Background: an optimization exercise with open tools, aiming at small area, a short achievable clock period and few clock cycles per item. Do not read the settings as production practice. Function was checked by simulation only, so behaviour that the tests miss may differ from the original. No activity file was given, so power comes from the tool's default toggle rates.

## oak
Design multserial, start of the top module:
module multserial(input wire CLK,
                  input wire RST,
                  input wire MST,
                  input wire MSGN,
                  input wire [31:0] SRCA,
                  input wire [31:0] SRCB,
                  output wire [63:0] PROD,
                  output wire PRODV);
    wire [32:0] a = {MSGN & SRCA[31], SRCA};
    wire [34:0] b = {MSGN & SRCB[31], MSGN & SRCB[31], SRCB, 1'b0};   
    wire [15:0] neg, onen, twon;
    assign neg[0] = b[2];
    assign onen[0] = ~b[1];
    assign twon[0] = ~(b[2] & ~b[1]);
    benc u_benc1 (.x2(b[4]), .x1(b[3]), .x0(b[2]), .neg(neg[1]), .onen(onen[1]), .twon(twon[1]));
    benc u_benc2 (.x2(b[6]), .x1(b[5]), .x0(b[4]), .neg(neg[2]), .onen(onen[2]), .twon(twon[2]));
    benc u_benc3 (.x2(b[8]), .x1(b[7]), .x0(b[6]), .neg(neg[3]), .onen(onen[3]), .twon(twon[3]));
    benc u_benc4 (.x2(b[10]), .x1(b[9]), .x0(b[8]), .neg(neg[4]), .onen(onen[4]), .twon(twon[4]));
    benc u_benc5 (.x2(b[12]), .x1(b[11]), .x0(b[10]), .neg(neg[5]), .onen(onen[5]), .twon(twon[5]));
    benc u_benc6 (.x2(b[14]), .x1(b[13]), .x0(b[12]), .neg(neg[6]), .onen(onen[6]), .twon(twon[6]));
    benc u_benc7 (.x2(b[16]), .x1(b[15]), .x0(b[14]), .neg(neg[7]), .onen(onen[7]), .twon(twon[7]));
    benc u_benc8 (.x2(b[18]), .x1(b[17]), .x0(b[16]), .neg(neg[8]), .onen(onen[8]), .twon(twon[8]));
    benc u_benc9 (.x2(b[20]), .x1(b[19]), .x0(b[18]), .neg(neg[9]), .onen(onen[9]), .twon(twon[9]));
    benc u_benc10 (.x2(b[22]), .x1(b[21]), .x0(b[20]), .neg(neg[10]), .onen(onen[10]), .twon(twon[10]));
    benc u_benc11 (.x2(b[24]), .x1(b[23]), .x0(b[22]), .neg(neg[11]), .onen(onen[11]), .twon(twon[11]));
    benc u_benc12 (.x2(b[26]), .x1(b[25]), .x0(b[24]), .neg(neg[12]), .onen(onen[12]), .twon(twon[12]));
    benc u_benc13 (.x2(b[28]), .x1(b[27]), .x0(b[26]), .neg(neg[13]), .onen(onen[13]), .twon(twon[13]));
    benc u_benc14 (.x2(b[30]), .x1(b[29]), .x0(b[28]), .neg(neg[14]), .onen(onen[14]), .twon(twon[14]));
    benc u_benc15 (.x2(b[32]), .x1(b[31]), .x0(b[30]), .neg(neg[15]), .onen(onen[15]), .twon(twon[15]));
    wire [34:0] xn0;    
    assign xn0[0] = ~neg[0];
    xnr u_xn0 [32:0] (.a(a), .b(neg[0]), .y(xn0[33:1]));
    assign xn0[34] = xn0[33];
  ...
For scale: ~2200 cells after synthesis, roughly 120 flip-flops, roughly 130 I/O pins, about 26000 sq um of cells after synthesis.
==> flow/config.mk <==
export PLATFORM = sky130hd
export DESIGN_NAME = multserial
export DESIGN_NICKNAME = multserial
export VERILOG_FILES = /design/flow/design.v
export SDC_FILE = /design/flow/constraint.sdc
export NUM_CORES = 4
export LEC_CHECK = 0
export CAP_MARGIN = 20
export CORE_MARGIN = 2
export CORE_UTILIZATION = 40
export GPL_ROUTABILITY_DRIVEN = 0
export PLACE_DENSITY = 0.7
export SLEW_MARGIN = 20
export SYNTH_HIERARCHICAL = 1
==> flow/constraint.sdc <==
create_clock -name core_clock -period 5.0 [get_ports {CLK}]
set_input_delay 1.0000 -clock core_clock [delete_from_list [all_inputs] [get_ports {CLK}]]
set_output_delay 1.0000 -clock core_clock [all_outputs]
set_load 0.01 [all_outputs]
standard.sh (not shown) runs the stock make flow with config.mk's settings and CLKGATE_MAP_FILE= SYNTH_SCRIPT=/design/flow/synth_recipe.tcl, a recipe that flattens the netlist after the stock synthesis.
==> flow/flow/run.sh <==
#!/bin/bash
set -e
export BUFFER_PORTS_ARGS="-buffer_cell sky130_fd_sc_hd__buf_2"
bash standard.sh finish > standard.log 2>&1
oak | stages: all done | timing, DRC, antenna: all pass
Testbench counts of oak, summed over its fixed seeds: cycles 2,000, items 2,000.
Edits applied to the flow inputs when going from oak to pine:
--- a/flow/config.mk
+++ b/flow/config.mk
@@ -9,6 +9,5 @@
 export CORE_MARGIN = 2
 export CORE_UTILIZATION = 40
-export GPL_ROUTABILITY_DRIVEN = 0
-export PLACE_DENSITY = 0.7
+export PLACE_DENSITY = 0.6
 export SLEW_MARGIN = 20
 export SYNTH_HIERARCHICAL = 1
Findings:
- NOTE layout filler cell count oak->pine increased by a few percent
- For pine, the top routing layer in use was met5, unlike oak, where it was met4.
- pine vs. oak: post-route fraction of the period consumed by the critical path went up by 0.38 points.
- There was hardly any difference in part of the power in combinational logic between oak and pine.
- Summary: with oak as the reference, ratio of routed vias to standard cells in pine moved down by a few percent.
- pine: flow completed, timing, DRC and antenna clean
- Higher utilization of the core after routing goes to pine over oak.
> inputs changed (pine -> birch)
--- a/flow/config.mk
+++ b/flow/config.mk
@@ -9,5 +9,5 @@
 export CORE_MARGIN = 2
 export CORE_UTILIZATION = 40
-export PLACE_DENSITY = 0.6
+export PLACE_DENSITY = 0.7
 export SLEW_MARGIN = 20
 export SYNTH_HIERARCHICAL = 1
birch ended with less met1 usage than pine.
Relative to pine, the number of global-route vias before repair measured on birch has increased slightly.
Compared birch vs pine, and overall power of the completed layout is down in birch.
birch vs pine, worst setup path endpoint: PROD[62] vs PROD[38]
birch vs. pine: number of different library cells in the post-synthesis netlist barely changed, share of the synthesized area in compound gates (AO/OA/AOI/OAI) barely changed, wire length of the first global-routing pass barely changed.
Here is what was changed in the inputs of maple compared with birch.
--- a/flow/config.mk
+++ b/flow/config.mk
@@ -9,5 +9,5 @@
 export CORE_MARGIN = 2
 export CORE_UTILIZATION = 40
-export PLACE_DENSITY = 0.7
+export PLACE_DENSITY = 0.8
 export SLEW_MARGIN = 20
 export SYNTH_HIERARCHICAL = 1
Results
- Via count of the first global-routing pass was higher in birch than in maple.
- Per the comparison of maple with birch, worst slack after detailed placement went up, post-route cell area went up, final core utilization went up, post-synthesis cell count did not really move.
- maple ends up with a non-clock buffer count that is about 2% higher than in birch.

afterwards: timing with drivers on the ports:
The results above use ideal ports. As a check the final layouts listed here were re-extracted and re-timed, cells and wires unchanged. Step 1 assumes that a clkbuf_16 drives the clock port and a buf_2 every other input. Step 2 moves the port delays by t, midway between the first and last clock arrival at a register: inputs arrive t later, outputs are due t later. That takes back most of the time a late clock gives input paths. Slacks: no drivers / after step 1 / after step 2; pairs: no drivers / after step 1.
run	t (ns)	setup slack, ns	hold WS [ns]	worst setup path at the end
oak	0.546	0.207 / 0.233 / -0.313	0.483 / 0.483 / 0.483	input to register
pine	0.546	0.187 / 0.127 / -0.268	0.483 / 0.483 / 0.483	input to register
birch	0.550	0.235 / 0.177 / -0.236	0.481 / 0.481 / 0.481	input to register
maple	0.519	0.293 / 0.257 / -0.211	0.511 / 0.511 / 0.511	input to register
With both steps, setup timing fails in every run listed, where it was met with ideal ports. For oak, which loses most, drivers alone change the setup slack by +0.026 ns; drivers and shift together by -0.520 ns.
